This design comes from an exercise in tuning for small area on the open sky130 flow, not from production work.
Function not checked in this run: the RTL went through the layout flow alone.
No activity file was given, so power comes from the tool's default toggle rates.

<file path="config.mk">
export PLATFORM = sky130hd
export DESIGN_NAME = framewriter
export DESIGN_NICKNAME = framewriter
export VERILOG_FILES = /design/flow/design.v
export SDC_FILE = /design/flow/constraint.sdc
export NUM_CORES = 4
export LEC_CHECK = 0
export CAP_MARGIN = 20
export CORE_MARGIN = 2
export CORE_UTILIZATION = 40
export SLEW_MARGIN = 20
export SYNTH_MEMORY_MAX_BITS = 65536
</file>
<file path="constraint.sdc">
create_clock -name core_clock -period 11.0 [get_ports {axi_aclk}]
set_input_delay 2.2000 -clock core_clock [delete_from_list [all_inputs] [get_ports {axi_aclk}]]
set_output_delay 2.2000 -clock core_clock [all_outputs]
set_load 0.01 [all_outputs]
</file>
<file path="design.v">
`timescale 1 ns / 1 ps
module framewriter #
(
    parameter integer SLAVE_REG_WIDTH   = 16, 
    parameter integer BRAM_ADDR_WIDTH   = 32, 
    parameter integer BRAM_DATA_WIDTH   = 32, 
    parameter integer BRAM_WE_WIDTH     = 4  
)
(
    (* DONT_TOUCH = "yes" *) input wire [SLAVE_REG_WIDTH-1:0] axi_framewriter_x,
    (* DONT_TOUCH = "yes" *) input wire [SLAVE_REG_WIDTH-1:0] axi_framewriter_y,
    (* mark_debug = "true" *) input wire [31:0] axi_char_bitmap_low,
    (* mark_debug = "true" *) input wire [31:0] axi_char_bitmap_high,
    (* mark_debug = "true" *) input wire [31:0] axi_char_x,
    (* mark_debug = "true" *) input wire [31:0] axi_char_y,
    input wire [31:0] p1_name,
    input wire [31:0] p2_name,
    input wire [31:0] game_state_archery_fsm, 
    input wire left_btn,
    input wire right_btn,
    input wire [15:0] axi_Z_dist,
    input wire [15:0]  axi_arrow_vel,
    input wire [7:0]  wind_x_in,
    input wire [7:0]  wind_y_in,
    input wire [8:0]  aim_x,
    input wire [7:0]  aim_y,
    input wire [8:0]  land_x,
    input wire [7:0]  land_y,
    input wire result_valid,
    (* DONT_TOUCH = "yes" *) output wire [BRAM_ADDR_WIDTH-1:0] bram_address, 
    (* DONT_TOUCH = "yes" *) output wire [BRAM_DATA_WIDTH-1:0] bram_write_data, 
    (* DONT_TOUCH = "yes" *) input  wire [BRAM_DATA_WIDTH-1:0] bram_read_data, 
    (* DONT_TOUCH = "yes" *) output wire [BRAM_WE_WIDTH-1:0] bram_write_enable,
    input wire [3:0] game_state,
    output wire bram_en, 
    output wire bram_rst, 
    output wire bram_clk, 
    input wire axi_awvalid,
    input wire axi_awready,
    input wire axi_wvalid,
    input wire axi_wready,
    input wire axi_aclk,
    input wire axi_aresetn,
    input wire vsync_trigger,
    output wire dbg_out_pixel_to_write,
    output wire dbg_out_is_crosshair_pixel,
    output wire dbg_out_is_target_pixel,
    output wire dbg_out_is_square_pixel
);
    reg [1:0] current_state; 
    reg [1:0] next_state;
    reg [SLAVE_REG_WIDTH-1:0] internal_x;
    reg [SLAVE_REG_WIDTH-1:0] internal_y;
    localparam IDLE = 2'b00, READ = 2'b01, WAIT = 2'b10, WRITE = 2'b11;
    localparam SCREEN_WIDTH  = 320;
    localparam SCREEN_HEIGHT = 240;
    localparam WHITE     = 32'h00F0F0F0;
    localparam BLACK     = 32'h00000000;
    localparam RED       = 32'h00F00000;
    localparam GREEN     = 32'h0000F000;
    localparam BLUE      = 32'h000000F0;
    localparam YELLOW    = 32'h00F0F000;
    localparam TURQUOISE = 32'h0000F0F0;
    localparam GREY      = 32'h00404040;
    localparam ORANGE    = 32'h00F09000;
    localparam CTR_X     = 16'd160;
    localparam CTR_Y     = 16'd120;
    localparam CROSS_SIZE = 16'd5;
    reg [7:0] splash_char_ascii;
    reg [63:0] rom_data;
    always @(*) begin
        case (splash_char_ascii)
            8'd32:  rom_data = 64'h0;                 
            8'd48:  rom_data = 64'h1c44995324470000;  
            8'd49:  rom_data = 64'h0830204081070000;  
            8'd50:  rom_data = 64'h1c440861040f8000;  
            8'd51:  rom_data = 64'h1c44086024470000;  
            8'd52:  rom_data = 64'h04185123e0810000;  
            8'd53:  rom_data = 64'h3e40f01024470000;  
            8'd54:  rom_data = 64'h0e2081e224470000;  
            8'd55:  rom_data = 64'h3e04104102040000;  
            8'd56:  rom_data = 64'h1c4488e224470000;  
            8'd57:  rom_data = 64'h1c4488f020860000;  
            8'd58:  rom_data = 64'h0010000080000000;  
            8'd47:  rom_data = 64'h0204081020408000;  
            8'd65:  rom_data = 64'h1c4489f224488000;  
            8'd66:  rom_data = 64'h3c4489e2244f0000;  
            8'd67:  rom_data = 64'h1c44810204470000;  
            8'd68:  rom_data = 64'h3c448912248e0000;  
            8'd69:  rom_data = 64'h3e4081e2040f8000;  
            8'd70:  rom_data = 64'h3e4081e204080000;  
            8'd71:  rom_data = 64'h1c44817224470000;  
            8'd72:  rom_data = 64'h224489f224488000;  
            8'd73:  rom_data = 64'h1c10204081070000;  
            8'd75:  rom_data = 64'h2248a18284888000;  
            8'd76:  rom_data = 64'h20408102040f8000;  
            8'd77:  rom_data = 64'h226ca91224488000;  
            8'd78:  rom_data = 64'h2264a93224488000;  
            8'd79:  rom_data = 64'h1c44891224470000;  
            8'd80:  rom_data = 64'h3c4489e204080000;  
            8'd82:  rom_data = 64'h3c4489e284888000;  
            8'd83:  rom_data = 64'h1e4080e0204f0000;  
            8'd84:  rom_data = 64'h3e10204081020000;  
            8'd85:  rom_data = 64'h2244891224470000;  
            8'd86:  rom_data = 64'h2244891222820000;  
            8'd87:  rom_data = 64'h22448912a6c88000;  
            8'd88:  rom_data = 64'h2244504144488000;  
            8'd89:  rom_data = 64'h2244504081020000;  
            8'd90:  rom_data = 64'h3e041041040f8000;  
            8'd97:  rom_data = 64'h00007011e4478000;  
            8'd98:  rom_data = 64'h2040e912244f0000;  
            8'd99:  rom_data = 64'h0000711204470000;  
            8'd100: rom_data = 64'h0204791224478000;  
            8'd101: rom_data = 64'h00007113e4070000;  
            8'd102: rom_data = 64'h0c2441e102040000;  
            8'd103: rom_data = 64'h0000791223c08e00;  
            8'd104: rom_data = 64'h2040f11224488000;  
            8'd105: rom_data = 64'h0800604081070000;  
            8'd106: rom_data = 64'h0400302044890c00;  
            8'd107: rom_data = 64'h2040892384888000;  
            8'd108: rom_data = 64'h1810204081070000;  
            8'd109: rom_data = 64'h0000d952a4488000;  
            8'd110: rom_data = 64'h0000f11224488000;  
            8'd111: rom_data = 64'h0000711224470000;  
            8'd112: rom_data = 64'h0000f11227881000;  
            8'd113: rom_data = 64'h0000791223c08100;  
            8'd114: rom_data = 64'h0000b19204080000;  
            8'd115: rom_data = 64'h00007901c04f0000;  
            8'd116: rom_data = 64'h1020f08102430000;  
            8'd117: rom_data = 64'h0044891263400000;  
            8'd118: rom_data = 64'h0e08102244860000;  
            8'd119: rom_data = 64'h0044895364400000;  
            8'd120: rom_data = 64'h0044504144400000;  
            8'd121: rom_data = 64'h004488f023800000;  
            8'd122: rom_data = 64'h007c104107c00000;  
            default: rom_data = 64'h0;
        endcase
    end
    reg [3:0] score_latch;
    reg [SLAVE_REG_WIDTH-1:0] x_latch, y_latch;
    reg [2:0] round_latch;
    reg [1:0] arrow_latch;
    reg [4:0] cnt_24;
    reg [7:0] idx_24;
    reg [1:0] sub_cnt_3;
    reg [3:0] rel_x_3x;
    reg [3:0] stg1_rel_x, stg1_rel_y;
    reg signed [15:0] stg1_dx, stg1_dy;
    reg stg1_is_cross, stg1_is_square, stg1_is_triangle;
    reg stg1_is_dyn_box;
    reg [3:0] stg1_dyn_rel_x, stg1_dyn_rel_y;
    reg [7:0] stg1_ascii;
    reg stg1_is_game_over_box;
    reg [31:0] stg2_dist_sq;
    reg [3:0]  stg2_char_rel_x, stg2_char_rel_y;
    reg        stg2_dyn_pixel_on;
    reg        stg2_is_cross, stg2_is_square, stg2_is_triangle;
    reg [63:0] stg2_rom_data;
    reg [31:0] stg3_final_pixel_color;
    reg [15:0] p1_z, p2_z;
    reg [7:0]  p1_vel, p2_vel, p1_wx, p2_wx, p1_wy, p2_wy;
    reg [8:0]  p1_ax, p2_ax, p1_lx, p2_lx;
    reg [7:0]  p1_ay, p2_ay, p1_ly, p2_ly;
    reg [6:0] p1_score_latch, p2_score_latch;
    wire [3:0] fsm_state = game_state_archery_fsm[3:0];
    wire is_box_easy   = (internal_x >= 40  && internal_x <= 111) && (internal_y >= 155 && internal_y <= 192);
    wire is_box_medium = (internal_x >= 124 && internal_x <= 195) && (internal_y >= 155 && internal_y <= 192);
    wire is_box_hard   = (internal_x >= 208 && internal_x <= 279) && (internal_y >= 155 && internal_y <= 192);
    wire is_border_easy = is_box_easy && (
        internal_x <= 42  || internal_x >= 109 ||
        internal_y <= 157 || internal_y >= 190);
    wire is_border_medium = is_box_medium && (
        internal_x <= 126 || internal_x >= 193 ||
        internal_y <= 157 || internal_y >= 190);
    wire is_border_hard = is_box_hard && (
        internal_x <= 210 || internal_x >= 277 ||
        internal_y <= 157 || internal_y >= 190);
    wire is_tri_easy = (internal_y >= 196 && internal_y <= 200) &&
                    (internal_x >= (75 - (internal_y - 196))) &&
                    (internal_x <= (75 + (internal_y - 196)));
    wire is_tri_medium = (internal_y >= 196 && internal_y <= 200) &&
                        (internal_x >= (159 - (internal_y - 196))) &&
                        (internal_x <= (159 + (internal_y - 196)));
    wire is_tri_hard = (internal_y >= 196 && internal_y <= 200) &&
                    (internal_x >= (243 - (internal_y - 196))) &&
                    (internal_x <= (243 + (internal_y - 196)));
    always @(posedge axi_aclk) begin
        if (!axi_aresetn) begin
            {p1_z, p1_vel, p1_wx, p1_wy, p1_ax, p1_ay, p1_lx, p1_ly} <= 0;
            {p2_z, p2_vel, p2_wx, p2_wy, p2_ax, p2_ay, p2_lx, p2_ly} <= 0;
        end 
        else if (result_valid) begin
            if (fsm_state >= 4'd2 && fsm_state <= 4'd4) begin
                p1_z   <= axi_Z_dist;
                p1_vel <= axi_arrow_vel;
                p1_wx  <= wind_x_in;
                p1_wy  <= wind_y_in;
                p1_ax  <= aim_x;
                p1_ay  <= aim_y;
                p1_lx  <= land_x;
                p1_ly  <= land_y;
            end 
            else if (fsm_state >= 4'd6 && fsm_state <= 4'd8) begin
                p2_z   <= axi_Z_dist;
                p2_vel <= axi_arrow_vel;
                p2_wx  <= wind_x_in;
                p2_wy  <= wind_y_in;
                p2_ax  <= aim_x;
                p2_ay  <= aim_y;
                p2_lx  <= land_x;
                p2_ly  <= land_y;
            end
        end
    end
    reg vsync_sync1, vsync_sync2;
    always @(posedge axi_aclk) begin
        vsync_sync1 <= vsync_trigger;
        vsync_sync2 <= vsync_sync1;
    end
    wire vsync_start = (vsync_sync2 == 1'b1 && vsync_sync1 == 1'b0);
    always @(posedge axi_aclk) begin
        if (!axi_aresetn) current_state <= IDLE;
        else current_state <= next_state;
    end
    always @(*) begin
        case (current_state)
            IDLE:  next_state = vsync_start ? READ : IDLE;
            READ:  next_state = WAIT;
            WAIT:  next_state = WRITE;
            WRITE: next_state = (internal_x == SCREEN_WIDTH-1 && internal_y == SCREEN_HEIGHT-1) ? IDLE : READ;
            default: next_state = IDLE;
        endcase
    end
    always @(posedge axi_aclk) begin
        if (!axi_aresetn) begin
            internal_x <= 0; internal_y <= 0;
            cnt_24 <= 0; idx_24 <= 0; sub_cnt_3 <= 0; rel_x_3x <= 0;
            score_latch <= 0; x_latch <= 0; y_latch <= 0; arrow_latch <= 0;
            round_latch <= 0;
        end else begin
            if (current_state == IDLE) begin
                score_latch <= game_state_archery_fsm[3:0];
                p1_score_latch <= game_state_archery_fsm[22:16];  
                p2_score_latch <= game_state_archery_fsm[15:9];   
                round_latch    <= game_state_archery_fsm[8:6];    
                arrow_latch    <= game_state_archery_fsm[5:4];    
                x_latch     <= axi_framewriter_x;
                y_latch     <= axi_framewriter_y;
            end
            if (current_state == WRITE) begin
                if (internal_x == SCREEN_WIDTH - 1) begin
                    internal_x <= 0;
                    internal_y <= (internal_y == SCREEN_HEIGHT - 1) ? 0 : internal_y + 1;
                    cnt_24 <= 0; idx_24 <= 0; sub_cnt_3 <= 0; rel_x_3x <= 0;
                end else begin
                    internal_x <= internal_x + 1;
                    if (cnt_24 == 23) begin
                        cnt_24 <= 0; idx_24 <= idx_24 + 1; sub_cnt_3 <= 0; rel_x_3x <= 0;
                    end else begin
                        cnt_24 <= cnt_24 + 1;
                        if (sub_cnt_3 == 2) begin sub_cnt_3 <= 0; rel_x_3x <= rel_x_3x + 1; end
                        else sub_cnt_3 <= sub_cnt_3 + 1;
                    end
                end
            end
        end
    end
    reg left_btn_d, right_btn_d;
    wire left_pressed, right_pressed;
    reg [1:0] menu_diff_select;  
    always @(posedge axi_aclk) begin
        left_btn_d <= left_btn;
        right_btn_d <= right_btn;
    end
    assign left_pressed = left_btn & ~left_btn_d;
    assign right_pressed = right_btn & ~right_btn_d;
    always @(posedge axi_aclk) begin
        if (!axi_aresetn) begin
            menu_diff_select <= 2'd0;  
        end else if (score_latch == 4'd1) begin  
            if (left_pressed)
                menu_diff_select <= (menu_diff_select == 2'd0) ? 2'd2 : menu_diff_select - 1;
            else if (right_pressed)
                menu_diff_select <= (menu_diff_select == 2'd2) ? 2'd0 : menu_diff_select + 1;
        end
    end
    always @(posedge axi_aclk) begin
        if (current_state == READ) begin
            stg1_ascii <= 8'd32;
            splash_char_ascii <= stg1_ascii;  
            stg1_rel_x <= 0; stg1_rel_y <= 0;
            stg1_dx <= internal_x - CTR_X;
            stg1_dy <= internal_y - CTR_Y;
            stg1_is_cross <= (
                (internal_y == y_latch && internal_x >= (x_latch - CROSS_SIZE) && internal_x <= (x_latch + CROSS_SIZE)) ||
                (internal_x == x_latch && internal_y >= (y_latch - CROSS_SIZE) && internal_y <= (y_latch + CROSS_SIZE)) ||
                (internal_y == p1_ay && internal_x >= (p1_ax - CROSS_SIZE) && internal_x <= (p1_ax + CROSS_SIZE)) ||
                (internal_x == p1_ax && internal_y >= (p1_ay - CROSS_SIZE) && internal_y <= (p1_ay + CROSS_SIZE)) ||
                (internal_y == p2_ay && internal_x >= (p2_ax - CROSS_SIZE) && internal_x <= (p2_ax + CROSS_SIZE)) ||
                (internal_x == p2_ax && internal_y >= (p2_ay - CROSS_SIZE) && internal_y <= (p2_ay + CROSS_SIZE)) ||
                (internal_y == p1_ly && internal_x >= (p1_lx - CROSS_SIZE) && internal_x <= (p1_lx + CROSS_SIZE)) ||
                (internal_x == p1_lx && internal_y >= (p1_ly - CROSS_SIZE) && internal_y <= (p1_ly + CROSS_SIZE)) ||
                (internal_y == p2_ly && internal_x >= (p2_lx - CROSS_SIZE) && internal_x <= (p2_lx + CROSS_SIZE)) ||
                (internal_x == p2_lx && internal_y >= (p2_ly - CROSS_SIZE) && internal_y <= (p2_ly + CROSS_SIZE))
            );
            stg1_is_square <= (internal_x >= 110 && internal_x <= 210) && (internal_y >= 70 && internal_y <= 170);
            stg1_is_triangle <= (internal_y >= 70 && internal_y <= 170) && 
                                (internal_x >= (160 - (internal_y - 70))) && (internal_x <= (160 + (internal_y - 70)));
            stg1_is_dyn_box <= (internal_x >= axi_char_x && internal_x < axi_char_x + 7) && 
                               (internal_y >= axi_char_y && internal_y < axi_char_y + 9);
            stg1_is_game_over_box <= (internal_x >= 80 && internal_x <= 240) && 
                                     (internal_y >= 60 && internal_y <= 180);
            stg1_dyn_rel_x <= (internal_x >= axi_char_x) ? (internal_x - axi_char_x) : 4'd0;
            stg1_dyn_rel_y <= (internal_y >= axi_char_y) ? (internal_y - axi_char_y) : 4'd0;
            case (score_latch)
                4'd0: begin  
                    if (internal_y >= 20 && internal_y < 52 && internal_x >= 5 && internal_x < 315) begin
                        stg1_rel_y <= (internal_y - 20) >> 2;
                        stg1_rel_x <= ((internal_x - 5) >> 2) & 4'h7;
                        case ((internal_x - 5) >> 5)
                            0: stg1_ascii <= 8'd87; 1, 2: stg1_ascii <= 8'd105; 3: stg1_ascii <= 8'd83; 
                            4: stg1_ascii <= 8'd112; 5: stg1_ascii <= 8'd111; 6: stg1_ascii <= 8'd114; 
                            7: stg1_ascii <= 8'd116; 8: stg1_ascii <= 8'd115;
                        endcase
                        if (stg1_rel_x > 6) stg1_rel_x <= 6;
                        if (stg1_rel_y > 8) stg1_rel_y <= 8;
                    end 
                    else if (internal_y >= 80 && internal_y < 112 && internal_x >= 90 && internal_x < 218) begin
                        stg1_rel_y <= (internal_y - 80) >> 2;
                        stg1_rel_x <= ((internal_x - 90) >> 2) & 4'h7;
                        case ((internal_x - 90) >> 5)
                            0: stg1_ascii <= 8'd70; 1: stg1_ascii <= 8'd80; 2: stg1_ascii <= 8'd71; 3: stg1_ascii <= 8'd65;
                        endcase
                        if (stg1_rel_x > 6) stg1_rel_x <= 6;
                        if (stg1_rel_y > 8) stg1_rel_y <= 8;
                    end 
                    else if (internal_y >= 130 && internal_y < 148 && internal_x >= 15 && internal_x < 312) begin
                        stg1_rel_y <= (internal_y - 130) >> 1;
                        stg1_rel_x <= ((internal_x - 15) >> 1) & 4'h7;
                        case ((internal_x - 15) >> 4)
                            0: stg1_ascii <= 8'd65; 1: stg1_ascii <= 8'd114; 2: stg1_ascii <= 8'd99; 3: stg1_ascii <= 8'd104; 
                            4: stg1_ascii <= 8'd101; 5: stg1_ascii <= 8'd114; 6: stg1_ascii <= 8'd121; 8: stg1_ascii <= 8'd32;
                            9: stg1_ascii <= 8'd69; 10: stg1_ascii <= 8'd100; 11: stg1_ascii <= 8'd105; 12: stg1_ascii <= 8'd116; 
                            13: stg1_ascii <= 8'd105; 14: stg1_ascii <= 8'd111; 15: stg1_ascii <= 8'd110;
                        endcase
                        if (stg1_rel_x > 6) stg1_rel_x <= 6;
                        if (stg1_rel_y > 8) stg1_rel_y <= 8;
                    end 
                    else if (internal_y >= 210 && internal_y < 228 && internal_x >= 30 && internal_x < 286) begin
                        stg1_rel_y <= (internal_y - 210) >> 1;
                        stg1_rel_x <= ((internal_x - 30) >> 1) & 4'h7;
                        case ((internal_x - 30) >> 4)
                            0: stg1_ascii <= 8'd80; 1: stg1_ascii <= 8'd114; 2: stg1_ascii <= 8'd101; 3: stg1_ascii <= 8'd115; 
                            4: stg1_ascii <= 8'd115; 5: stg1_ascii <= 8'd32; 6: stg1_ascii <= 8'd67; 7: stg1_ascii <= 8'd101; 
                            8: stg1_ascii <= 8'd110; 9: stg1_ascii <= 8'd116; 10: stg1_ascii <= 8'd101; 11: stg1_ascii <= 8'd114; 
                            12: stg1_ascii <= 8'd32; 13: stg1_ascii <= 8'd66; 14: stg1_ascii <= 8'd116; 15: stg1_ascii <= 8'd110;
                        endcase
                        if (stg1_rel_x > 6) stg1_rel_x <= 6;
                        if (stg1_rel_y > 8) stg1_rel_y <= 8;
                    end
                end
                4'd1: begin  
                    if (internal_y >= 40 && internal_y < 58 && internal_x >= 24 && internal_x < 296) begin
                        stg1_rel_y <= (internal_y - 40) >> 1;
                        stg1_rel_x <= ((internal_x - 24) >> 1) & 4'h7;
                        case ((internal_x - 24) >> 4)
                            0:stg1_ascii<=8'd69; 1:stg1_ascii<=8'd110; 2:stg1_ascii<=8'd116; 3:stg1_ascii<=8'd101; 
                            4:stg1_ascii<=8'd114; 5:stg1_ascii<=8'd32; 6:stg1_ascii<=8'd80; 7:stg1_ascii<=8'd108; 
                            8:stg1_ascii<=8'd97; 9:stg1_ascii<=8'd121; 10:stg1_ascii<=8'd101; 11:stg1_ascii<=8'd114; 
                            12:stg1_ascii<=8'd32; 13:stg1_ascii<=8'd73; 14:stg1_ascii<=8'd110; 15:stg1_ascii<=8'd102; 
                            16:stg1_ascii<=8'd111;
                        endcase
                        if (stg1_rel_x > 6) stg1_rel_x <= 6;
                        if (stg1_rel_y > 8) stg1_rel_y <= 8;
                    end 
                    else if (internal_y >= 90 && internal_y < 108 && internal_x >= 30 && internal_x < 174) begin
                        stg1_rel_y <= (internal_y - 90) >> 1;
                        stg1_rel_x <= ((internal_x - 30) >> 1) & 4'h7;
                        case ((internal_x - 30) >> 4)
                            0:stg1_ascii<=8'd80; 1:stg1_ascii<=8'd108; 2:stg1_ascii<=8'd97; 3:stg1_ascii<=8'd121; 
                            4:stg1_ascii<=8'd101; 5:stg1_ascii<=8'd114; 6:stg1_ascii<=8'd32; 7:stg1_ascii<=8'd49; 
                            8:stg1_ascii<=8'd58;
                        endcase
                        if (stg1_rel_x > 6) stg1_rel_x <= 6;
                        if (stg1_rel_y > 8) stg1_rel_y <= 8;
                    end 
                    else if (internal_y >= 120 && internal_y < 138 && internal_x >= 30 && internal_x < 174) begin
                        stg1_rel_y <= (internal_y - 120) >> 1;
                        stg1_rel_x <= ((internal_x - 30) >> 1) & 4'h7;
                        case ((internal_x - 30) >> 4)
                            0:stg1_ascii<=8'd80; 1:stg1_ascii<=8'd108; 2:stg1_ascii<=8'd97; 3:stg1_ascii<=8'd121; 
                            4:stg1_ascii<=8'd101; 5:stg1_ascii<=8'd114; 6:stg1_ascii<=8'd32; 7:stg1_ascii<=8'd50; 
                            8:stg1_ascii<=8'd58;
                        endcase
                        if (stg1_rel_x > 6) stg1_rel_x <= 6;
                        if (stg1_rel_y > 8) stg1_rel_y <= 8;
                    end 
                    else if (internal_y >= 210 && internal_y < 219 && internal_x >= 40 && internal_x < 312) begin
                        stg1_rel_y <= (internal_y - 210);
                        stg1_rel_x <= (internal_x - 40) & 4'h7;
                        case ((internal_x - 40) >> 3)
                            0:stg1_ascii<=8'd84; 1:stg1_ascii<=8'd121; 2:stg1_ascii<=8'd112; 3:stg1_ascii<=8'd101; 
                            4:stg1_ascii<=8'd32; 5:stg1_ascii<=8'd110; 6:stg1_ascii<=8'd97; 7:stg1_ascii<=8'd109; 
                            8:stg1_ascii<=8'd101; 9:stg1_ascii<=8'd32; 10:stg1_ascii<=8'd112; 11:stg1_ascii<=8'd114; 
                            12:stg1_ascii<=8'd101; 13:stg1_ascii<=8'd115; 14:stg1_ascii<=8'd115; 15:stg1_ascii<=8'd32; 
                            16:stg1_ascii<=8'd69; 17:stg1_ascii<=8'd78; 18:stg1_ascii<=8'd84; 19:stg1_ascii<=8'd69; 
                            20:stg1_ascii<=8'd82;
                        endcase
                        if (stg1_rel_x > 6) stg1_rel_x <= 6;
                        if (stg1_rel_y > 8) stg1_rel_y <= 8;
                    end 
                    else if (internal_y >= 91 && internal_y < 109 && internal_x >= 205 && internal_x < 240) begin 
                        stg1_rel_y <= (internal_y - 91) >> 1;
                        stg1_rel_x <= ((internal_x - 205) >> 1) & 4'h7;
                        stg1_ascii <= ((internal_x - 205) >> 4 == 0) ? p1_name[7:0] : p1_name[15:8];
                        if (stg1_rel_x > 6) stg1_rel_x <= 6;
                        if (stg1_rel_y > 8) stg1_rel_y <= 8;
                    end 
                    else if (internal_y >= 121 && internal_y < 139 && internal_x >= 205 && internal_x < 240) begin 
                        stg1_rel_y <= (internal_y - 121) >> 1;
                        stg1_rel_x <= ((internal_x - 205) >> 1) & 4'h7;
                        stg1_ascii <= ((internal_x - 205) >> 4 == 0) ? p2_name[7:0] : p2_name[15:8];
                        if (stg1_rel_x > 6) stg1_rel_x <= 6;
                        if (stg1_rel_y > 8) stg1_rel_y <= 8;
                    end 
                    else if (internal_y >= 170 && internal_y < 179) begin
                        if (internal_x >= 55 && internal_x < 87) begin       
                            stg1_rel_y <= (internal_y - 170);
                            stg1_rel_x <= (internal_x - 55) & 4'h7;
                            case((internal_x - 55) >> 3) 
                            0:stg1_ascii<=8'd101; 
                            1:stg1_ascii<=8'd97; 
                            2:stg1_ascii<=8'd115; 
                            3:stg1_ascii<=8'd121; 
                            endcase 
                            if (stg1_rel_x > 6) stg1_rel_x <= 6;
                            if (stg1_rel_y > 8) stg1_rel_y <= 8;
                        end
                        else if (internal_x >= 140 && internal_x < 164) begin  
                            stg1_rel_y <= (internal_y - 170);
                            stg1_rel_x <= (internal_x - 140) & 4'h7;
                            case((internal_x - 140) >> 3) 
                                0:stg1_ascii<=8'd109; 
                                1:stg1_ascii<=8'd101; 
                                2:stg1_ascii<=8'd100; 
                            endcase 
                            if (stg1_rel_x > 6) stg1_rel_x <= 6;
                            if (stg1_rel_y > 8) stg1_rel_y <= 8;
                        end
                        else if (internal_x >= 220 && internal_x < 252) begin  
                            stg1_rel_y <= (internal_y - 170);
                            stg1_rel_x <= (internal_x - 220) & 4'h7;
                            case((internal_x - 220) >> 3) 
                                0:stg1_ascii<=8'd104; 
                                1:stg1_ascii<=8'd97; 
                                2:stg1_ascii<=8'd114; 
                                3:stg1_ascii<=8'd100; 
                            endcase 
                            if (stg1_rel_x > 6) stg1_rel_x <= 6;
                            if (stg1_rel_y > 8) stg1_rel_y <= 8;
                        end
                    end
                end
                4'd2, 4'd6: begin  
                    if (internal_y >= 10 && internal_y < 28 && internal_x >= 220 && internal_x < 312) begin
                        stg1_rel_y <= (internal_y - 10) >> 1;
                        stg1_rel_x <= ((internal_x - 220) >> 1) & 4'h7;
                        case ((internal_x - 220) >> 4)
                            0: stg1_ascii <= 8'd82;  
                            1: stg1_ascii <= 8'd79;  
                            2: stg1_ascii <= 8'd85;  
                            3: stg1_ascii <= 8'd78;  
                            4: stg1_ascii <= 8'd68;  
                            5: stg1_ascii <= 8'd32;  
                            6: stg1_ascii <= 8'd48 + round_latch; 
                            default: stg1_ascii <= 8'd32;
                        endcase
                        if (stg1_rel_x > 6) stg1_rel_x <= 6;
                        if (stg1_rel_y > 8) stg1_rel_y <= 8;
                    end
                    else if (internal_y >= 30 && internal_y < 48 && internal_x >= 220 && internal_x < 312) begin
                        stg1_rel_y <= (internal_y - 30) >> 1;
                        stg1_rel_x <= ((internal_x - 220) >> 1) & 4'h7;
                        case ((internal_x - 220) >> 4)
                            0: stg1_ascii <= 8'd65;  
                            1: stg1_ascii <= 8'd82;  
                            2: stg1_ascii <= 8'd82;  
                            3: stg1_ascii <= 8'd79;  
                            4: stg1_ascii <= 8'd87;  
                            5: stg1_ascii <= 8'd32;  
                            6: stg1_ascii <= 8'd48 + arrow_latch;  
                            7: stg1_ascii <= 8'd47;  
                            8: stg1_ascii <= 8'd50;  
                            default: stg1_ascii <= 8'd32;
                        endcase
                        if (stg1_rel_x > 6) stg1_rel_x <= 6;
                        if (stg1_rel_y > 8) stg1_rel_y <= 8;
                    end 
                    else if (internal_y >= 50 && internal_y < 59 && internal_x >= 220 && internal_x < 236) begin
                        stg1_rel_y <= (internal_y - 50);
                        stg1_rel_x <= (internal_x - 220) & 4'h7;
                        if (score_latch == 4'd2)  
                            stg1_ascii <= ((internal_x - 220) >> 3 == 0) ? p1_name[7:0] : p1_name[15:8];
                        else                      
                            stg1_ascii <= ((internal_x - 220) >> 3 == 0) ? p2_name[7:0] : p2_name[15:8];
                        if (stg1_rel_x > 6) stg1_rel_x <= 6;
                        if (stg1_rel_y > 8) stg1_rel_y <= 8;
                    end
                end
                4'd4, 4'd8: begin  
                    if (internal_y >= 100 && internal_y < 127 && internal_x >= 10 && internal_x < 312) begin
                        stg1_rel_x <= rel_x_3x; 
                        stg1_rel_y <= (internal_y-100)/3;
                        case (idx_24)
                            0, 3: stg1_ascii <= 8'd67; 1, 6: stg1_ascii <= 8'd65; 2, 5: stg1_ascii <= 8'd76; 
                            4: stg1_ascii <= 8'd85; 7: stg1_ascii <= 8'd84; 8: stg1_ascii <= 8'd73; 
                            9: stg1_ascii <= 8'd78; 10: stg1_ascii <= 8'd71;
                        endcase
                        if (stg1_rel_x > 6) stg1_rel_x <= 6;
                        if (stg1_rel_y > 8) stg1_rel_y <= 8;
                    end 
                    else if (internal_y >= 140 && internal_y < 158 && internal_x >= 8 && internal_x < 312) begin
                        stg1_rel_y <= (internal_y - 140) >> 1;
                        stg1_rel_x <= ((internal_x - 8) >> 1) & 4'h7;
                        case ((internal_x - 8) >> 4)
                            0, 11: stg1_ascii <= 8'd80; 1: stg1_ascii <= 8'd72; 2: stg1_ascii <= 8'd89; 
                            3, 6, 17, 18: stg1_ascii <= 8'd83; 4, 8: stg1_ascii <= 8'd73; 5: stg1_ascii <= 8'd67; 
                            9: stg1_ascii <= 8'd78; 12, 15: stg1_ascii <= 8'd82; 13: stg1_ascii <= 8'd79; 
                            14: stg1_ascii <= 8'd71; 16: stg1_ascii <= 8'd69;
                        endcase
                        if (stg1_rel_x > 6) stg1_rel_x <= 6;
                        if (stg1_rel_y > 8) stg1_rel_y <= 8;
                    end
                end
                4'd10: begin  
                    if (internal_y >= 20 && internal_y < 38 && internal_x >= 56 && internal_x < 264) begin
                        stg1_rel_y <= (internal_y - 20) >> 1;
                        stg1_rel_x <= ((internal_x - 56) >> 1) & 4'h7;
                        case ((internal_x - 56) >> 4)
                            0, 6: stg1_ascii <= 8'd82; 1: stg1_ascii <= 8'd79; 2, 9: stg1_ascii <= 8'd85; 
                            3: stg1_ascii <= 8'd78; 4: stg1_ascii <= 8'd68; 7: stg1_ascii <= 8'd69; 
                            8, 12: stg1_ascii <= 8'd83; 10: stg1_ascii <= 8'd76; 11: stg1_ascii <= 8'd84;
                        endcase
                        if (stg1_rel_x > 6) stg1_rel_x <= 6;
                        if (stg1_rel_y > 8) stg1_rel_y <= 8;
                    end 
                    else if (internal_y >= 110 && internal_y < 128) begin
                        stg1_rel_y <= (internal_y - 110) >> 1;
                        if (internal_x >= 90 && internal_x < 122) begin  
                            stg1_rel_x <= ((internal_x - 90) >> 1) & 4'h7;
                            stg1_ascii <= ((internal_x - 90) >> 4 == 0) ? 
                                        (p1_score_latch[6:4] < 10 ? 8'd48+p1_score_latch[6:4] : 8'd55+p1_score_latch[6:4]) : 
                                        (p1_score_latch[3:0] < 10 ? 8'd48+p1_score_latch[3:0] : 8'd55+p1_score_latch[3:0]);
                            if (stg1_rel_x > 6) stg1_rel_x <= 6;
                            if (stg1_rel_y > 8) stg1_rel_y <= 8;
                        end else if (internal_x >= 200 && internal_x < 232) begin  
                            stg1_rel_x <= ((internal_x - 200) >> 1) & 4'h7;
                            stg1_ascii <= ((internal_x - 200) >> 4 == 0) ? 
                                        (p2_score_latch[6:4] < 10 ? 8'd48+p2_score_latch[6:4] : 8'd55+p2_score_latch[6:4]) : 
                                        (p2_score_latch[3:0] < 10 ? 8'd48+p2_score_latch[3:0] : 8'd55+p2_score_latch[3:0]);
                            if (stg1_rel_x > 6) stg1_rel_x <= 6;
                            if (stg1_rel_y > 8) stg1_rel_y <= 8;
                        end
                    end
                    else if (internal_y >= 210 && internal_y < 228) begin
                        stg1_rel_y <= (internal_y - 210) >> 1;
                        if (internal_x >= 20 && internal_x < 280) begin
                            stg1_rel_x <= ((internal_x - 20) >> 1) & 4'h7;
                            case ((internal_x - 20) >> 4)
                                0: stg1_ascii <= 8'd82; 1: stg1_ascii <= 8'd79; 2: stg1_ascii <= 8'd85; 
                                3: stg1_ascii <= 8'd78; 4: stg1_ascii <= 8'd68; 6: stg1_ascii <= 8'd48 + round_latch;
                                9: stg1_ascii <= 8'd65; 10: stg1_ascii <= 8'd82; 11: stg1_ascii <= 8'd82; 
                                12: stg1_ascii <= 8'd79; 13: stg1_ascii <= 8'd87; 15: stg1_ascii <= 8'd48 + arrow_latch;
                            endcase
                            if (stg1_rel_x > 6) stg1_rel_x <= 6;
                            if (stg1_rel_y > 8) stg1_rel_y <= 8;
                        end
                    end
                end
                4'd12: begin  
                    if (internal_y >= 111 && internal_y < 129 && internal_x >= 88 && internal_x < 232) begin
                        stg1_rel_y <= (internal_y - 111) >> 1;
                        stg1_rel_x <= ((internal_x - 88) >> 1) & 4'h7;
                        case ((internal_x - 88) >> 4)
                            0: stg1_ascii <= 8'd71; 1: stg1_ascii <= 8'd65; 2: stg1_ascii <= 8'd77; 
                            3: stg1_ascii <= 8'd69; 4: stg1_ascii <= 8'd32; 5: stg1_ascii <= 8'd79; 
                            6: stg1_ascii <= 8'd86; 7: stg1_ascii <= 8'd69; 8: stg1_ascii <= 8'd82;
                            default: stg1_ascii <= 8'd32;
                        endcase
                        if (stg1_rel_x > 6) stg1_rel_x <= 6;
                        if (stg1_rel_y > 8) stg1_rel_y <= 8;
                    end
                end
            endcase
        end
    end
    wire [63:0] full_bitmap = {axi_char_bitmap_high, axi_char_bitmap_low};
    always @(posedge axi_aclk) begin
        if (current_state == WAIT) begin
            stg2_rom_data     <= rom_data;    
            stg2_dist_sq <= (stg1_dx * stg1_dx) + (stg1_dy * stg1_dy);
            stg2_char_rel_x <= stg1_rel_x;
            stg2_char_rel_y <= stg1_rel_y;
            stg2_dyn_pixel_on <= stg1_is_dyn_box ? (full_bitmap[62 - ((stg1_dyn_rel_y * 7) + stg1_dyn_rel_x)]) : 1'b0;
            stg2_is_cross <= stg1_is_cross;
            stg2_is_square <= stg1_is_square;
            stg2_is_triangle <= stg1_is_triangle;
        end
    end
    wire [6:0] rom_bit_idx = (stg2_char_rel_y * 7) + stg2_char_rel_x;
    wire internal_rom_on = (rom_bit_idx <= 7'd62) ? stg2_rom_data[7'd62 - rom_bit_idx] : 1'b0;
    reg [31:0] target_color;
    wire [13:0] short_dist_sq = (stg2_dist_sq > 10000) ? 14'd10001 : stg2_dist_sq[13:0];
    always @(*) begin
        if      (short_dist_sq > 10000) target_color = GREEN;
        else if (short_dist_sq > 9801)  target_color = BLACK;
        else if (short_dist_sq > 9604)  target_color = WHITE;  
        else if (short_dist_sq > 8100)  target_color = WHITE; 
        else if (short_dist_sq > 7921)  target_color = BLACK; 
        else if (short_dist_sq > 6724)  target_color = WHITE;  
        else if (short_dist_sq > 6561)  target_color = BLACK;
        else if (short_dist_sq > 5329)  target_color = BLACK;  
        else if (short_dist_sq > 5184)  target_color = WHITE;
        else if (short_dist_sq > 4225)  target_color = BLACK;  
        else if (short_dist_sq > 4096)  target_color = WHITE;
        else if (short_dist_sq > 3136)  target_color = TURQUOISE; 
        else if (short_dist_sq > 3025)  target_color = BLACK;
        else if (short_dist_sq > 2304)  target_color = TURQUOISE;  
        else if (short_dist_sq > 2209)  target_color = BLACK;
        else if (short_dist_sq > 1521)  target_color = RED;  
        else if (short_dist_sq > 1444)  target_color = BLACK;
        else if (short_dist_sq > 961)   target_color = RED;  
        else if (short_dist_sq > 900)   target_color = BLACK;
        else if (short_dist_sq > 484)   target_color = YELLOW;  
        else if (short_dist_sq > 441)   target_color = BLACK;
        else                            target_color = YELLOW;  
    end
    always @(posedge axi_aclk) begin
        if (current_state == WRITE) begin
            case (score_latch)
                4'd0: begin  
                    stg3_final_pixel_color <= WHITE;
                    if (internal_y >= 150 && internal_y < 160) stg3_final_pixel_color <= TURQUOISE;
                    if (internal_y >= 170 && internal_y < 180) stg3_final_pixel_color <= ORANGE;
                    if (internal_rom_on) begin
                        if (internal_y < 70 && internal_x < 135) stg3_final_pixel_color <= BLACK;
                        else if (internal_y < 135) stg3_final_pixel_color <= TURQUOISE;
                        else stg3_final_pixel_color <= BLACK;
                    end
                end
                4'd1: begin  
                    stg3_final_pixel_color <= WHITE;
                    if (internal_y >= 20 && internal_y < 25) 
                        stg3_final_pixel_color <= TURQUOISE;
                    if (internal_y >= 30 && internal_y < 35) 
                        stg3_final_pixel_color <= ORANGE;
                    if ((internal_x >= 40  && internal_x <= 111 && internal_y >= 155 && internal_y <= 192) ||
                        (internal_x >= 124 && internal_x <= 195 && internal_y >= 155 && internal_y <= 192) ||
                        (internal_x >= 208 && internal_x <= 279 && internal_y >= 155 && internal_y <= 192))
                        stg3_final_pixel_color <= GREY;
                    if ((menu_diff_select == 2'd0 && is_border_easy) ||
                        (menu_diff_select == 2'd1 && is_border_medium) ||
                        (menu_diff_select == 2'd2 && is_border_hard))
                        stg3_final_pixel_color <= TURQUOISE;
                    if ((menu_diff_select == 2'd0 && is_tri_easy) ||
                        (menu_diff_select == 2'd1 && is_tri_medium) ||
                        (menu_diff_select == 2'd2 && is_tri_hard))
                        stg3_final_pixel_color <= ORANGE;
                    if (internal_rom_on) stg3_final_pixel_color <= BLACK;
                end
                4'd2, 4'd6: begin  
                    stg3_final_pixel_color <= target_color;
                    if (((internal_x >= 90 && internal_x <= 100) || (internal_x >= 220 && internal_x <= 230)) && (internal_y < 50))
                        stg3_final_pixel_color <= BLACK;
                    if (internal_rom_on && internal_x >= 220 && internal_y < 80)
                        stg3_final_pixel_color <= WHITE;
                end
                4'd3, 4'd7: begin
                    stg3_final_pixel_color <= target_color;
                    if (((internal_x >= 90 && internal_x <= 100) || (internal_x >= 220 && internal_x <= 230)) && (internal_y < 50))
                        stg3_final_pixel_color <= BLACK;
                end 
                4'd4, 4'd8: stg3_final_pixel_color <= internal_rom_on ? WHITE : BLUE;
                4'd10: begin  
                    stg3_final_pixel_color <= BLACK;
                    if (internal_x >= 60  && internal_x <= 150 && internal_y >= 80 && internal_y <= 160) stg3_final_pixel_color <= BLUE;
                    if (internal_x >= 170 && internal_x <= 260 && internal_y >= 80 && internal_y <= 160) stg3_final_pixel_color <= RED;
                    if (internal_rom_on) stg3_final_pixel_color <= TURQUOISE;
                    if (internal_rom_on) begin
                        stg3_final_pixel_color <= WHITE;
                    end
                end
                4'd12: begin  
                    stg3_final_pixel_color <= stg1_is_game_over_box ? GREY : BLACK;
                    if (internal_rom_on) begin
                        stg3_final_pixel_color <= WHITE;
                    end
                end
                default: stg3_final_pixel_color <= BLACK;
            endcase
            if (stg2_dyn_pixel_on) stg3_final_pixel_color <= WHITE;
            if ((score_latch == 4'd2 || score_latch == 4'd3 ||
                 score_latch == 4'd6 || score_latch == 4'd7) && stg2_is_cross) stg3_final_pixel_color <= WHITE;
        end
    end
    assign bram_address      = ((internal_y << 8) + (internal_y << 6) + internal_x) << 2;
    assign bram_write_data   = stg3_final_pixel_color;
    assign bram_en           = (current_state != IDLE);
    assign bram_write_enable = (current_state == WRITE) ? 4'b1111 : 4'b0000;
    assign bram_clk          = 1'b0; 
    assign bram_rst          = !axi_aresetn;
    assign dbg_out_pixel_to_write     = (current_state == WRITE);
    assign dbg_out_is_crosshair_pixel = stg2_is_cross;
    assign dbg_out_is_target_pixel    = 0;
    assign dbg_out_is_square_pixel    = stg2_is_square;
endmodule
</file>
<file path="run.sh">
#!/bin/bash
# synth_recipe.tcl (not shown) runs the flow's synth.tcl, then flattens the netlist and writes it again
# the make line also repeats each setting of config.mk as NAME=value (left out here)
make -C /OpenROAD-flow-scripts/flow DESIGN_CONFIG=/design/flow/config.mk WORK_HOME=/design/flow/orfs CLKGATE_MAP_FILE= SYNTH_SCRIPT=/design/flow/synth_recipe.tcl finish
</file>
==> out/qor.json <==
{
  "run_status": {"value": "complete, no violations"},
  "floorplan.io_pins": {"value": 459},
  "finalSetupViolCount": {"value": 0},
  "post_cts_resize_count": {"value": 0},
  "post-dp-hpwl": {"value": 175000, "unit": "µm"},
  "drtIter0Drc": {"value": 5322},
  "grt_pass1_wl": {"value": 348000, "unit": "µm"},
  "worstHoldPathType": {"value": "reg -> reg"},
  "totalNegativeSetupSlack": {"value": 0, "unit": "ns"},
  "die_height": {"value": 403, "unit": "µm"},
  "num_cts_buffers": {"value": 45},
  "max_cap_violations": {"value": 0},
  "placementRows": {"value": 146},
  "clock_tree.root_cell": {"value": "clkbuf_16"},
  "slowest_delay": {"value": 0.74, "unit": "ns"},
  "layout-drive-gt1-share": {"value": 4.67, "unit": "%"},
  "layout.cells.most_common": {"value": "inv_1"},
  "pin_count_of_the_biggest_net_entering_global_routing": {"value": 68},
  "cts.sinks": {"value": 339},
  "gp_routability_congestion": {"value": 0.998},
  "cts_hold_repair.buffers": {"value": 0},
  "ys_dominant_reg_cell": {"value": "edfxtp_1"},
  "clock_tree_from_tritoncts": {"value": "built"},
  "max_slew_violation_total_from_the_final_report": {"value": 0},
  "crit_path_end_kind": {"value": "flop"},
  "synthesis.area_per_instance": {"value": 8.11, "unit": "µm²"},
  "post_synth_instance_area": {"value": 63600, "unit": "µm²"},
  "detailedPlace.worstSlack": {"value": 1.19, "unit": "ns"},
  "total_leakage_power": {"value": 31.7, "unit": "nW"},
  "final_critical_path_setup_slack": {"value": 1.30, "unit": "ns"},
  "vdd.ir_drop.worst": {"value": 0.000863, "unit": "V"},
  "core_region_area": {"value": 158000, "unit": "µm²"},
  "clk_transition_reported_paths": {"value": 0.07, "unit": "ns"},
  "cp-start-kind": {"value": "flop"},
  "cts_buffer_depth": {"value": 3},
  "synth-edff-count": {"value": 171},
  "ys_seq_area_share": {"value": 13.4, "unit": "%"},
  "rsz_0062_raised_after_global_routing": {"value": "false"},
  "finalCoreUtilization": {"value": 44.4, "unit": "%"},
  "maximum_level_of_the_cts_h_tree": {"value": 2},
  "post_cts_buffers": {"value": 0},
  "vias_in_the_first_global_route": {"value": 57100},
  "route.detailed.vias_per_inst": {"value": 5.79},
  "crit_required": {"value": 11.41, "unit": "ns"},
  "port-buffer-count": {"value": 300},
  "design.die.area": {"value": 162000, "unit": "µm²"},
  "worst_hold_slack": {"value": 0.362, "unit": "ns"},
  "grt_overflow_total": {"value": 0},
  "count_of_antenna_violating_nets_left_after_detailed_routing": {"value": 0},
  "grt_util_all_layers": {"value": 27.5, "unit": "%"},
  "final_cell_mix": {"value": "inv_1, nand2_1, ha_1, nor2_1, a21oi_1"},
  "insertion_delay": {"value": 0.68, "unit": "ns"},
  "wl": {"value": 227000, "unit": "µm"},
  "floorplan.initialDensity": {"value": 40.2, "unit": "%"},
  "crit_slowest_cell": {"value": "edfxtp_1"},
  "via_count": {"value": 58000},
  "fin_worst_skew": {"value": 0.0387, "unit": "ns"},
  "timing_worst_slew_pin_value": {"value": 1.10, "unit": "ns"},
  "dieWidth": {"value": 403, "unit": "µm"},
  "place.detailed.instances": {"value": 9935},
  "drt_pre_antenna_iters": {"value": 6},
  "finish.net_count": {"value": 9570},
  "timing_worst_setup_path_type": {"value": "reg -> reg"},
  "post_layout_nonfiller_instances": {"value": 10000},
  "areaGrowthSynthToFinish": {"value": 10.5, "unit": "%"},
  "finalWorstPathRequiredPeriod": {"value": 9.70, "unit": "ns"},
  "hold_viol_final": {"value": 0},
  "relSlewSlack": {"value": 26.7, "unit": "%"},
  "timing.final.crit_share": {"value": 88.2, "unit": "%"},
  "yosys.cell_types.count": {"value": 108},
  "ys_async_rst_share": {"value": 0, "unit": "%"},
  "antenna_found_initial": {"value": 4},
  "drcViolationCount": {"value": 0},
  "routed_wirelength_normalized_by_instance_count": {"value": 22.7, "unit": "µm"},
  "synth-warning-count": {"value": 1},
  "pd_cells": {"value": 180, "unit": "nW/µm²"},
  "critPathArrivalTime": {"value": 10.11, "unit": "ns"},
  "critPathMostFrequentCell": {"value": "a21oi_1"},
  "max_clock_freq": {"value": 103, "unit": "MHz"},
  "postSynthRegisterBits": {"value": 339},
  "critical_path_peak_fanout": {"value": 18},
  "netlist_instances": {"value": 7844}
}
final timing paths:
check | slack, ns | start | depth (start not counted) | to
max reg2reg | 1.30 | stg1_dy[6] | 36 | stg2_dist_sq[31]
min | 0.36 | vsync_sync1 | 0 | vsync_sync2
min reg2reg | 0.36 | vsync_sync1 | 0 | vsync_sync2
max | 1.30 | stg1_dy[6] | 36 | stg2_dist_sq[31]
area by class of cell:
| class | instances | area, µm² |
|---|---|---|
| fill | 15900 | 87900 |
| clock inverter | 24 | 313 |
| multi-input combinational | 6272 | 50400 |
| sequential | 339 | 8530 |
| inverter | 807 | 3030 |
| clock buffer | 58 | 1310 |
| timing repair buffer | 445 | 4090 |
| tap | 2072 | 2590 |
| antenna | 2 | 5.00 |
per-stage QoR:
stage	total power [mW]	area, µm²
global placement	11.0	68600
floorplan	9.10	63700
global route	14.2	70300
detailed placement	11.2	68600
finish	12.6	70300
CTS	12.9	70200
registers in the layout (all words and copies together), names as in the netlist, 9 cells and up:
signal	count
p2_ax	9
p2_lx	9
stg1_dy	16
x_latch	16
y_latch	16
stg2_rom_data	39
stg2_dist_sq	32
p1_lx	9
internal_x	16
p1_ax	9
stg1_dx	16
internal_y	16
cell families after synthesis:
logic type,synth area share (%)
compound gates,15.6
xor+xnor,9.00
fa+ha+maj,31.5
buf+inv,7.79
flops,13.4
mux,3.43
other cells,0.0118
simple gates,19.2
metal layers:
layer  share of wire (%)  track usage, %  routed length (µm)
met4                 4.1            10.1                9310
met1                  43            37.0               97400
met3                 7.0            4.12               16000
met5               0.018               0                  42
met2                  46            44.8              105000
synthesized netlist by cell type, types with 171 or more instances:
master | n | share of area (%)
fa_1 | 545 | 17
nand3_1 | 192 | 1.5
xnor2_1 | 418 | 5.8
edfxtp_1 | 171 | 8.1
xor2_1 | 234 | 3.2
ha_1 | 731 | 14
a21oi_1 | 557 | 4.4
nand2_1 | 730 | 4.3
clkbuf_1 | 326 | 1.9
nor2_1 | 586 | 3.5
inv_1 | 795 | 4.7
o21ai_0 | 419 | 3.3
power by group:
group	total (mW)	internal, mW	switching (mW)
clock	1.64	0.949	0.694
combinational	9.00	4.17	4.83
sequential	2.00	1.93	0.0645
critical path: cells and delay by family (launching register included):
family / cells / cell delay [ns]
adder cells (fa/ha/maj): 9 / 4.18
AO/OA/AOI/OAI: 19 / 3.59
flip-flops: 1 / 0.74
buffers and inverters: 5 / 0.43
AND/OR/NAND/NOR: 2 / 0.43
XOR/XNOR: 1 / 0.08

==> port drivers added, routing unchanged <==
No port has a modelled driver above. Below, the same layout with a new extraction and two added sets of constraints. Step 1 assumes that a clkbuf_16 drives the clock port and a buf_2 every other input. Step 2 also shifts input and output timing later by t, the mid clock arrival at the registers, as if the neighbouring blocks saw the same clock. a / b / c = ideal ports / drivers / drivers and shift; a / b = the first two.
t (ns): 0.744
setup WS [ns]: 1.296 / 1.296 / 1.296
worst data-port slew with drivers (ns): 0.15
After both steps setup and hold are still met in this run. For this run, drivers alone change the setup slack by 0.000 ns; drivers and shift together by 0.000 ns.
